What follows belongs to an exercise in optimizing a design on an open flow for small area and a short achievable clock period; a production flow would make more cautious choices. The RTL was checked by simulation tests, not by an equivalence proof against the original design. No driver is modelled on the clock port, so clocking that relies on it looks cheaper here than on a real chip.

## alu_top
module alu_top(clk, A, B, opcode, OUT);
input clk;
input [31:0] A, B;
input [4:0] opcode;
output [63:0] OUT;
reg [31:0] a_r, b_r;
reg [4:0] op_r;
reg [63:0] out_r;
wire [63:0] alu_out;
ALU u_alu(.A(a_r), .B(b_r), .opcode(op_r), .OUT(alu_out));
always @(posedge clk) begin
  a_r <= A;
  b_r <= B;
  op_r <= opcode;
  out_r <= alu_out;
end
assign OUT = out_r;
endmodule
For scale: ~3500 cells after synthesis, about 130 flip-flops, ~130 I/O pins, roughly 34000 um2 of cells after synthesis.
==> flow/config.mk <==
export PLATFORM = sky130hd
export DESIGN_NAME = alu_top
export DESIGN_NICKNAME = alu_top
export VERILOG_FILES = /design/flow/design.v
export SDC_FILE = /design/flow/constraint.sdc
export NUM_CORES = 4
export LEC_CHECK = 0
export CAP_MARGIN = 20
export CORE_MARGIN = 2
export CORE_UTILIZATION = 70
export PLACE_DENSITY = 0.8
export SLEW_MARGIN = 20
export SYNTH_HIERARCHICAL = 1
export SYNTH_MINIMUM_KEEP_SIZE = 0
==> flow/constraint.sdc <==
create_clock -name core_clock -period 28.0 [get_ports {clk}]
set_input_delay 5.6000 -clock core_clock [delete_from_list [all_inputs] [get_ports {clk}]]
set_output_delay 5.6000 -clock core_clock [all_outputs]
set_load 0.01 [all_outputs]
standard.sh (not shown) runs the stock make flow with config.mk's settings and CLKGATE_MAP_FILE= SYNTH_SCRIPT=/design/flow/synth_recipe.tcl, a recipe that flattens the netlist after the stock synthesis.
==> flow/flow/run.sh <==
#!/bin/bash
# Own flow: the standard layout (standard.sh, unchanged synthesis) with
#  - repair_timing kept to a setup margin so it shortens the critical path
#    (a smaller margin up to CTS, the full one after the clock skew below),
#  - plain buf_1 port buffers instead of the delay-cell buffers buffer_ports picks,
#  - after CTS, one clock delay stage in front of the result registers (out_r),
#    so the register-to-register paths through the ALU get more of the cycle
#    (the output paths lose the same amount; input paths are unchanged).
# The SDC is not changed. Each step's output goes to its own log here.
set -euo pipefail
PORTS="BUFFER_PORTS_ARGS=-buffer_cell sky130_fd_sc_hd__buf_1"
bash standard.sh SETUP_SLACK_MARGIN=19 "$PORTS" cts > flow_standard_cts.log 2>&1
R=orfs/results/sky130hd/alu_top/base
cp $R/4_cts.odb $R/4_cts_noskew.odb
SKEW_IN=$R/4_cts_noskew.odb SKEW_OUT=$R/4_cts.odb SKEW_NDLY=1 \
  PLATFORM_DIR=$FLOW_HOME/platforms/sky130hd \
  LIB=$FLOW_HOME/platforms/sky130hd/lib/sky130_fd_sc_hd__tt_025C_1v80.lib \
  SDC=$R/4_cts.sdc openroad -no_init -exit flow/skew.tcl > flow_skew.log 2>&1
bash standard.sh SETUP_SLACK_MARGIN=20.2 "$PORTS" finish > flow_standard_finish.log 2>&1
Other scripts of this flow, unchanged in this note and not shown: flow/flow/skew.tcl
==> next run, changes <==
--- a/flow/flow/run.sh
+++ b/flow/flow/run.sh
@@ -18,2 +18,2 @@
   SDC=$R/4_cts.sdc openroad -no_init -exit flow/skew.tcl > flow_skew.log 2>&1
-bash standard.sh SETUP_SLACK_MARGIN=20.2 "$PORTS" finish > flow_standard_finish.log 2>&1
+bash standard.sh SETUP_SLACK_MARGIN=20.6 "$PORTS" finish > flow_standard_finish.log 2>&1
After rerunning:
- core utilization increases by 1.7 points
- worst setup slack improves by 0.14 ns
- wire length goes up by 1.4%
- synthesized cell count stays the same
- design area came out higher by 2.2%
- die area does not change
- synthesized area does not change
- via count rises by 1.1%
==> next run, changes <==
--- a/flow/flow/run.sh
+++ b/flow/flow/run.sh
@@ -2,4 +2,3 @@
 # Own flow: the standard layout (standard.sh, unchanged synthesis) with
-#  - repair_timing kept to a setup margin so it shortens the critical path
-#    (a smaller margin up to CTS, the full one after the clock skew below),
+#  - repair_timing kept to a setup margin so it shortens the critical path,
 #  - plain buf_1 port buffers instead of the delay-cell buffers buffer_ports picks,
@@ -10,4 +9,4 @@
 set -euo pipefail
-PORTS="BUFFER_PORTS_ARGS=-buffer_cell sky130_fd_sc_hd__buf_1"
-bash standard.sh SETUP_SLACK_MARGIN=19 "$PORTS" cts > flow_standard_cts.log 2>&1
+KNOBS=(SETUP_SLACK_MARGIN=20.2 "BUFFER_PORTS_ARGS=-buffer_cell sky130_fd_sc_hd__buf_1")
+bash standard.sh "${KNOBS[@]}" cts > flow_standard_cts.log 2>&1
 R=orfs/results/sky130hd/alu_top/base
@@ -18,2 +17,2 @@
   SDC=$R/4_cts.sdc openroad -no_init -exit flow/skew.tcl > flow_skew.log 2>&1
-bash standard.sh SETUP_SLACK_MARGIN=20.6 "$PORTS" finish > flow_standard_finish.log 2>&1
+bash standard.sh "${KNOBS[@]}" finish > flow_standard_finish.log 2>&1
Wire length goes up by 1.5%.
Global-route usage goes up by 2.7 points.
Via count rose by 0.91%.
Cell area is about the same.
==> next run, changes <==
--- a/flow/flow/run.sh
+++ b/flow/flow/run.sh
@@ -2,3 +2,4 @@
 # Own flow: the standard layout (standard.sh, unchanged synthesis) with
-#  - repair_timing kept to a setup margin so it shortens the critical path,
+#  - repair_timing kept to a setup margin so it shortens the critical path
+#    (a smaller margin up to CTS, the full one after the clock skew below),
 #  - plain buf_1 port buffers instead of the delay-cell buffers buffer_ports picks,
@@ -9,4 +10,4 @@
 set -euo pipefail
-KNOBS=(SETUP_SLACK_MARGIN=20.2 "BUFFER_PORTS_ARGS=-buffer_cell sky130_fd_sc_hd__buf_1")
-bash standard.sh "${KNOBS[@]}" cts > flow_standard_cts.log 2>&1
+PORTS="BUFFER_PORTS_ARGS=-buffer_cell sky130_fd_sc_hd__buf_1"
+bash standard.sh SETUP_SLACK_MARGIN=19 "$PORTS" cts > flow_standard_cts.log 2>&1
 R=orfs/results/sky130hd/alu_top/base
@@ -17,2 +18,2 @@
   SDC=$R/4_cts.sdc openroad -no_init -exit flow/skew.tcl > flow_skew.log 2>&1
-bash standard.sh "${KNOBS[@]}" finish > flow_standard_finish.log 2>&1
+bash standard.sh SETUP_SLACK_MARGIN=21 "$PORTS" finish > flow_standard_finish.log 2>&1
=> Flip-flop and latch count does not change. Final area increases by 3.2%. Register-to-register slack stays flat. Fmax stays flat. Utilization increases by 2.4 points. Worst setup slack gains 0.0035 ns. Worst hold slack loses 0.012 ns. Clock-buffer cell count is unchanged.

## re-timing with driven ports
How much do the figures lean on ideal ports? The routed layouts below were timed once more, with nothing changed but the port constraints. Step 1, drivers: a clkbuf_16 drives clk and a buf_2 each remaining input, both assumed. Step 2, shift: input delay + t, output delay - t, t = (earliest + latest rising clock arrival at the registers) / 2. This alone moves slack from input paths to output paths. Slacks: no drivers / after step 1 / after step 2; pairs: no drivers / after step 1.
run	t, ns	slack for setup (ns)	clock arrival spread, ns	cell pins on the clock port's net
the first run	0.841	20.200 / 20.200 / 20.200	0.684 / 0.685	1
the second run	0.857	20.344 / 20.344 / 20.344	0.692 / 0.691	1
the third run	0.845	20.239 / 20.239 / 20.239	0.676 / 0.676	1
the fourth run	0.843	20.242 / 20.242 / 20.242	0.685 / 0.685	1
In every run listed the clock reaches the registers at very different times; t lies between them, and the last value is a rough guide only.
